This is an optimization exercise on Yosys and OpenROAD, whose aim is small area and a short achievable clock period, not a production implementation.
RTL that was checked went through simulation tests only; none was proved equivalent to the original.

==> job 3026 <==
==> flow/design.v (excerpt) <==
module fpga_trading_core (
    input  wire        clk,
    input  wire        rst_n,
    input  wire        market_data_valid,
    input  wire [31:0] market_data_price,
    input  wire [31:0] market_data_size,
    input  wire [1:0]  market_data_type,  
    output reg         send_order,
    output wire [31:0] best_bid_price,
    output wire [31:0] best_bid_size,
    output wire [31:0] best_ask_price,
    output wire [31:0] best_ask_size,
    output wire [15:0] book_imbalance_fixed,
    output wire [7:0]  trade_intensity,
    output wire        ai_prediction
);
    wire [10:0] imb;
    order_book_poc order_book (
        .clk(clk), .rst_n(rst_n),
        .valid_in(market_data_valid && !market_data_type[1]),
        .price_in(market_data_price),
        .size_in(market_data_size),
        .side_in(market_data_type[0]),
        .best_bid_price(best_bid_price), .best_bid_size(best_bid_size),
        .best_ask_price(best_ask_price), .best_ask_size(best_ask_size)
    );
    hw_feature_engine feature_engine (
        .clk(clk), .rst_n(rst_n),
        .event_valid(market_data_valid),
        .event_size(market_data_size),
        .event_type(market_data_type),
        .book_imbalance(imb),
        .trade_intensity(trade_intensity)
    );
    assign book_imbalance_fixed = {5'd0, imb};
    fpga_inference_engine inference_engine (
        .book_imbalance(imb),
  ...
export LEC_CHECK = 0
export CAP_MARGIN = 20
export CORE_MARGIN = 2
export CORE_UTILIZATION = 55
export SLEW_MARGIN = 20
export SYNTH_HIERARCHICAL = 1
create_clock -name core_clock -period 320.0 [get_ports {clk}]
standard.sh (not shown) runs the stock make flow with config.mk's settings and CLKGATE_MAP_FILE= SYNTH_SCRIPT=/design/flow/synth_recipe.tcl, a recipe that flattens the netlist after the stock synthesis.
==> flow/flow/run.sh <==
#!/bin/bash
# The standard layout (bash standard.sh), with these settings passed to its make:
#  - the port buffers are buf_1 cells;
#  - clock tree: clkbuf_8 cells, sink clusters of up to 16 flip-flops, no dummy loads.
# The make output goes to standard_flow.log; each tool's log is under orfs/logs/.
set -euo pipefail
MARGIN=254
bash standard.sh \
  "BUFFER_PORTS_ARGS=-buffer_cell sky130_fd_sc_hd__buf_1" \
  SETUP_SLACK_MARGIN=$MARGIN \
  "CTS_ARGS=-sink_clustering_enable -repair_clock_nets -buf_list sky130_fd_sc_hd__clkbuf_8 -sink_clustering_size 16 -sink_clustering_max_diameter 50 -dont_use_dummy_load" \
  finish > standard_flow.log 2>&1
==> job 9031: changes against job 3026 <==
--- a/flow/design.v
+++ b/flow/design.v
@@ -38,18 +38,18 @@
     input  wire [1:0]  event_type,  
     output reg  [10:0] book_imbalance,
     output reg  [7:0]  trade_intensity
 );
     reg [9:0] decay_timer;
-    wire decay = (decay_timer == 10'd999);
+    wire decay = (decay_timer == 10'b1010110010);
     wire trade = event_valid && (event_type == 2'b10);
     always @(posedge clk or negedge rst_n) begin
         if (!rst_n) begin
             decay_timer     <= 10'd0;
             trade_intensity <= 8'd0;
         end else begin
-            decay_timer <= decay ? 10'd0 : decay_timer + 10'd1;
+            decay_timer <= decay ? 10'd0 : {decay_timer[8:0], ~(decay_timer[9] ^ decay_timer[6])};
             if (decay)
                 trade_intensity <= (trade_intensity > 8'd1) ? trade_intensity - 8'd1 : 8'd0;
             else if (trade && trade_intensity != 8'hFF)
                 trade_intensity <= trade_intensity + 8'd1;
         end
ABC_AREA = 1   (was unset)
CORE_UTILIZATION = 40   (was 55)
==> summary of the runs <==
- Job 3026 produced a clean layout. Job 9031 produced a clean layout.
- Against job 9031, the global-route usage of job 3026 is higher by 7.7 points.
- Of job 9031 and job 3026, job 9031 has the higher cell area (gap about 1%, measured against job 3026).
- Against job 9031, the synthesized area of job 3026 is smaller by 2.3%.
- Between job 9031 and job 3026, the lower synthesized cell count is in job 3026 (gap about 22%, measured against job 3026).
- Against job 3026, the non-clock buffer count of job 9031 is lower by 28.
- Of job 3026 and job 9031, job 9031 has the higher register-to-register slack (gap 0.87 ns).
==> figures <==
Stages on worst setup path: job 3026 4; job 9031 8
Run status: job 3026 timing/DRC/antenna clean; job 9031 timing/DRC/antenna clean
Highest metal layer with signal wires: job 3026 met5; job 9031 met4
Post-Route M1 WL: job 3026 34.8 mm; job 9031 36.6 mm
Setup skew after layout: job 3026 0.0800 ns; job 9031 0.0978 ns
Clock buffers created by TritonCTS: job 3026 37; job 9031 38
Final area over synthesized area: job 3026 1.089x; job 9031 1.075x
Cell total after placement: job 3026 3,794; job 9031 4,675
Source of the critical timing path: job 3026 feature_engine.book_imbalance[6]; job 9031 feature_engine.book_imbalance[10]
Total routing resource utilization after global routing: job 3026 0.275; job 9031 0.198
Setup slack of the most critical reg-to-reg path: job 3026 257.38 ns; job 9031 258.25 ns
Non-clock inverter count: job 3026 504; job 9031 683
Fraction of the core area covered by cells at the end of the flow: job 3026 0.605; job 9031 0.435
Hold path cells: job 3026 1; job 9031 0
The RTL of job 9031 was laid out without a check of its function.

==> inputs of job 9276 <==
Another version of the RTL of fpga_trading_core (not shown whole).
==> flow/design.v (excerpt) <==
module fpga_trading_core (
    input  wire        clk,
    input  wire        rst_n,
    input  wire        market_data_valid,
    input  wire [31:0] market_data_price,
    input  wire [31:0] market_data_size,
    input  wire [1:0]  market_data_type,  
    output reg         send_order,
    output wire [31:0] best_bid_price,
    output wire [31:0] best_bid_size,
    output wire [31:0] best_ask_price,
    output wire [31:0] best_ask_size,
    output wire [15:0] book_imbalance_fixed,
    output wire [7:0]  trade_intensity,
    output wire        ai_prediction
);
export LEC_CHECK = 0
export CAP_MARGIN = 20
export CORE_MARGIN = 2
export CORE_UTILIZATION = 40
export SLEW_MARGIN = 20
export SYNTH_HIERARCHICAL = 1
create_clock -name core_clock -period 320.0 [get_ports {clk}]
==> flow/flow/run.sh <==
#!/bin/bash
# The standard layout (bash standard.sh), with these settings passed to its make:
#  - the port buffers are buf_1 cells;
#  - clock tree: clkbuf_8 cells, sink clusters of up to 16 flip-flops, no dummy loads.
# The make output goes to standard_flow.log; each tool's log is under orfs/logs/.
set -euo pipefail
MARGIN=253.7
bash standard.sh \
  "BUFFER_PORTS_ARGS=-buffer_cell sky130_fd_sc_hd__buf_1" \
  SETUP_SLACK_MARGIN=$MARGIN \
  "CTS_ARGS=-sink_clustering_enable -repair_clock_nets -buf_list sky130_fd_sc_hd__clkbuf_8 -sink_clustering_size 16 -sink_clustering_max_diameter 50 -dont_use_dummy_load" \
  finish > standard_flow.log 2>&1
==> inputs of job 436, as changes to job 9276 <==
--- a/flow/design.v
+++ b/flow/design.v
@@ -406,11 +406,11 @@
     assign at_c[48] = at_k32[48] | (at_c[32] & at_a32[48]);
     wire [9:0] quo;
     wire [47:0] dv_s0 = bid_s_cur;
     wire dv_sub0 = 1'b1;    
     wire [48:0] d0_x = {dv_s0, 1'b0};
-    wire [48:0] d0_y = {1'b0, tot_cur} ^ {49{dv_sub0}};    
+    wire [48:0] d0_y = ~({1'b0, tot_cur} ^ {49{~dv_sub0}});    
     wire [48:0] d0_s;
     wire [48:0] d0_c;     
     assign d0_c[0] = dv_sub0;
     assign d0_s[0] = d0_x[0] ^ d0_y[0] ^ d0_c[0];
     assign d0_c[1] = (d0_x[0] & d0_y[0]) | (d0_c[0] & (d0_x[0] ^ d0_y[0]));
@@ -571,11 +571,11 @@
     wire d0_sign = d0_s[48] ^ ((d0_c1_8 & d0_t1) | (d0_c2_8 & d0_t2));
     wire d0_q = ~d0_sign;
     wire [47:0] dv_s1 = d0_s[47:0];
     wire dv_sub1 = d0_q;
     wire [48:0] d1_x = {dv_s1, 1'b0};
-    wire [48:0] d1_y = {1'b0, tot_cur} ^ {49{dv_sub1}};    
+    wire [48:0] d1_y = ~({1'b0, tot_cur} ^ {49{~dv_sub1}});    
     wire [48:0] d1_s;
     wire [48:0] d1_c;     
     assign d1_c[0] = dv_sub1;
     assign d1_s[0] = d1_x[0] ^ d1_y[0] ^ d1_c[0];
     assign d1_c[1] = (d1_x[0] & d1_y[0]) | (d1_c[0] & (d1_x[0] ^ d1_y[0]));
@@ -736,11 +736,11 @@
     wire d1_sign = d1_s[48] ^ ((d1_c1_8 & d1_t1) | (d1_c2_8 & d1_t2));
     wire d1_q = ~d1_sign;
     wire [47:0] dv_s2 = d1_s[47:0];
     wire dv_sub2 = d1_q;
     wire [48:0] d2_x = {dv_s2, 1'b0};
-    wire [48:0] d2_y = {1'b0, tot_cur} ^ {49{dv_sub2}};    
+    wire [48:0] d2_y = ~({1'b0, tot_cur} ^ {49{~dv_sub2}});    
     wire [48:0] d2_s;
     wire [48:0] d2_c;     
     assign d2_c[0] = dv_sub2;
     assign d2_s[0] = d2_x[0] ^ d2_y[0] ^ d2_c[0];
     assign d2_c[1] = (d2_x[0] & d2_y[0]) | (d2_c[0] & (d2_x[0] ^ d2_y[0]));
@@ -901,11 +901,11 @@
     wire d2_sign = d2_s[48] ^ ((d2_c1_8 & d2_t1) | (d2_c2_8 & d2_t2));
     wire d2_q = ~d2_sign;
     wire [47:0] dv_s3 = d2_s[47:0];
     wire dv_sub3 = d2_q;
     wire [48:0] d3_x = {dv_s3, 1'b0};
-    wire [48:0] d3_y = {1'b0, tot_cur} ^ {49{dv_sub3}};    
+    wire [48:0] d3_y = ~({1'b0, tot_cur} ^ {49{~dv_sub3}});    
     wire [48:0] d3_s;
     wire [48:0] d3_c;     
     assign d3_c[0] = dv_sub3;
     assign d3_s[0] = d3_x[0] ^ d3_y[0] ^ d3_c[0];
     assign d3_c[1] = (d3_x[0] & d3_y[0]) | (d3_c[0] & (d3_x[0] ^ d3_y[0]));
@@ -1066,11 +1066,11 @@
     wire d3_sign = d3_s[48] ^ ((d3_c1_8 & d3_t1) | (d3_c2_8 & d3_t2));
     wire d3_q = ~d3_sign;
     wire [47:0] dv_s4 = d3_s[47:0];
     wire dv_sub4 = d3_q;
     wire [48:0] d4_x = {dv_s4, 1'b0};
-    wire [48:0] d4_y = {1'b0, tot_cur} ^ {49{dv_sub4}};    
+    wire [48:0] d4_y = ~({1'b0, tot_cur} ^ {49{~dv_sub4}});    
     wire [48:0] d4_s;
     wire [48:0] d4_c;     
     assign d4_c[0] = dv_sub4;
     assign d4_s[0] = d4_x[0] ^ d4_y[0] ^ d4_c[0];
     assign d4_c[1] = (d4_x[0] & d4_y[0]) | (d4_c[0] & (d4_x[0] ^ d4_y[0]));
@@ -1231,11 +1231,11 @@
     wire d4_sign = d4_s[48] ^ ((d4_c1_8 & d4_t1) | (d4_c2_8 & d4_t2));
     wire d4_q = ~d4_sign;
     wire [47:0] dv_s5 = d4_s[47:0];
     wire dv_sub5 = d4_q;
     wire [48:0] d5_x = {dv_s5, 1'b0};
-    wire [48:0] d5_y = {1'b0, tot_cur} ^ {49{dv_sub5}};    
+    wire [48:0] d5_y = ~({1'b0, tot_cur} ^ {49{~dv_sub5}});    
     wire [48:0] d5_s;
     wire [48:0] d5_c;     
     assign d5_c[0] = dv_sub5;
     assign d5_s[0] = d5_x[0] ^ d5_y[0] ^ d5_c[0];
     assign d5_c[1] = (d5_x[0] & d5_y[0]) | (d5_c[0] & (d5_x[0] ^ d5_y[0]));
@@ -1401,11 +1401,11 @@
     wire d5_sign = d5_s[48] ^ (d5_c1_9 & ~d5_c2_9);
     wire d5_q = ~d5_sign;
     wire [47:0] dv_s6 = d5_s[47:0];
     wire dv_sub6 = d5_q;
     wire [48:0] d6_x = {dv_s6, 1'b0};
-    wire [48:0] d6_y = {1'b0, tot_cur} ^ {49{dv_sub6}};    
+    wire [48:0] d6_y = ~({1'b0, tot_cur} ^ {49{~dv_sub6}});    
     wire [48:0] d6_s;
     wire [48:0] d6_c;     
     assign d6_c[0] = dv_sub6;
     assign d6_s[0] = d6_x[0] ^ d6_y[0] ^ d6_c[0];
     assign d6_c[1] = (d6_x[0] & d6_y[0]) | (d6_c[0] & (d6_x[0] ^ d6_y[0]));
@@ -1566,11 +1566,11 @@
     wire d6_sign = d6_s[48] ^ ((d6_c1_8 & d6_t1) | (d6_c2_8 & d6_t2));
     wire d6_q = ~d6_sign;
     wire [47:0] dv_s7 = d6_s[47:0];
     wire dv_sub7 = d6_q;
     wire [48:0] d7_x = {dv_s7, 1'b0};
-    wire [48:0] d7_y = {1'b0, tot_cur} ^ {49{dv_sub7}};    
+    wire [48:0] d7_y = ~({1'b0, tot_cur} ^ {49{~dv_sub7}});    
     wire [48:0] d7_s;
     wire [48:0] d7_c;     
     assign d7_c[0] = dv_sub7;
     assign d7_s[0] = d7_x[0] ^ d7_y[0] ^ d7_c[0];
     assign d7_c[1] = (d7_x[0] & d7_y[0]) | (d7_c[0] & (d7_x[0] ^ d7_y[0]));
@@ -1731,11 +1731,11 @@
     wire d7_sign = d7_s[48] ^ ((d7_c1_8 & d7_t1) | (d7_c2_8 & d7_t2));
     wire d7_q = ~d7_sign;
     wire [47:0] dv_s8 = d7_s[47:0];
     wire dv_sub8 = d7_q;
     wire [48:0] d8_x = {dv_s8, 1'b0};
-    wire [48:0] d8_y = {1'b0, tot_cur} ^ {49{dv_sub8}};    
+    wire [48:0] d8_y = ~({1'b0, tot_cur} ^ {49{~dv_sub8}});    
     wire [48:0] d8_s;
     wire [48:0] d8_c;     
     assign d8_c[0] = dv_sub8;
     assign d8_s[0] = d8_x[0] ^ d8_y[0] ^ d8_c[0];
     assign d8_c[1] = (d8_x[0] & d8_y[0]) | (d8_c[0] & (d8_x[0] ^ d8_y[0]));
@@ -1896,11 +1896,11 @@
     wire d8_sign = d8_s[48] ^ ((d8_c1_8 & d8_t1) | (d8_c2_8 & d8_t2));
     wire d8_q = ~d8_sign;
     wire [47:0] dv_s9 = d8_s[47:0];
     wire dv_sub9 = d8_q;
     wire [48:0] d9_x = {dv_s9, 1'b0};
-    wire [48:0] d9_y = {1'b0, tot_cur} ^ {49{dv_sub9}};    
+    wire [48:0] d9_y = ~({1'b0, tot_cur} ^ {49{~dv_sub9}});    
     wire [48:0] d9_s;
     wire [48:0] d9_c;     
     assign d9_c[0] = dv_sub9;
     assign d9_s[0] = d9_x[0] ^ d9_y[0] ^ d9_c[0];
     assign d9_c[1] = (d9_x[0] & d9_y[0]) | (d9_c[0] & (d9_x[0] ^ d9_y[0]));
==> flow/flow/run.sh (replaced) <==
#!/bin/bash
# The standard layout (bash standard.sh), with these settings passed to its make:
#  - the port buffers are buf_1 cells;
#  - clock tree: clkbuf_8 cells, sink clusters of up to 16 flip-flops, no dummy loads.
# The make output goes to standard_flow.log; each tool's log is under orfs/logs/.
set -euo pipefail
MARGIN=254
bash standard.sh \
  "BUFFER_PORTS_ARGS=-buffer_cell sky130_fd_sc_hd__buf_1" \
  SETUP_SLACK_MARGIN=$MARGIN \
  "CTS_ARGS=-sink_clustering_enable -repair_clock_nets -buf_list sky130_fd_sc_hd__clkbuf_8 -sink_clustering_size 16 -sink_clustering_max_diameter 50 -dont_use_dummy_load" \
  finish > standard_flow.log 2>&1
==> comparison table <==
Part of the cycle the worst path needs: job 436 20.7%; job 9276 20.7%
Met3 layer usage reported by global route: job 436 3.44%; job 9276 3.21%
Routed via count divided by cell count: job 436 5.07; job 9276 4.90
Xor and xnor area share after synthesis: job 436 14.1%; job 9276 14.1%
Start-to-end type of the worst setup path: job 436 flop to primary output; job 9276 primary input to flop
Number of standard cells in the final layout excluding fillers: job 436 3,912; job 9276 3,944
Sum of met2 wire segment lengths after detailed routing: job 436 38,100 um; job 9276 33,700 um
Max-Slew Margin vs Limit: job 436 23.8%; job 9276 28.3%
Sequential share of the synthesized area: job 436 23.5%; job 9276 23.4%
Achievable clock frequency: job 436 15.1 MHz; job 9276 15.1 MHz
Pin count of the biggest net entering global routing: job 436 166; job 9276 72
Vias in the first global route: job 436 22,900; job 9276 21,200
Slack of the critical path: job 436 253.79 ns; job 9276 253.80 ns
Result of the run: job 436 timing/DRC/antenna clean; job 9276 timing/DRC/antenna clean
For job 436, only the layout was checked, not whether the RTL still works.

==> re-timing with driven ports <==
In the flow no input, the clock included, has a driving cell. The finished layouts below were timed again as built, in two steps.
Step 1 (the two cells are an assumption about what drives the block):
set clk [get_ports {clk}]
set_driving_cell -lib_cell sky130_fd_sc_hd__clkbuf_16 $clk
set_driving_cell -lib_cell sky130_fd_sc_hd__buf_2 [delete_from_list [all_inputs] $clk]
Step 2 times the ports against the registers' clock, not the clock port: input delays grow and output delays shrink by t, the midpoint of the rising clock arrivals with the driver on.
Slacks: no drivers / after step 1 / after step 2; pairs: no drivers / after step 1.
| run | shift t [ns] | setup WS [ns] | hold WS [ns] | worst data-port slew with drivers (ns) | cell pins on the clock port's net |
|---|---|---|---|---|---|
| job 3026 | 0.644 | 254.002 / 253.943 / 253.452 | 0.478 / 0.478 / 0.478 | 0.07 | 1 |
| job 9031 | 0.667 | 254.143 / 254.080 / 253.786 | 0.383 / 0.383 / 0.383 | 0.08 | 1 |
| job 9276 | 0.629 | 253.796 / 253.758 / 253.200 | 0.327 / 0.327 / 0.327 | 0.10 | 1 |
| job 436 | 0.641 | 253.790 / 253.731 / 253.404 | 0.345 / 0.345 / 0.345 | 0.07 | 1 |
After both steps setup and hold are still met in every run listed. For job 9276, which loses most, drivers alone change the setup slack by -0.038 ns; drivers and shift together by -0.596 ns.
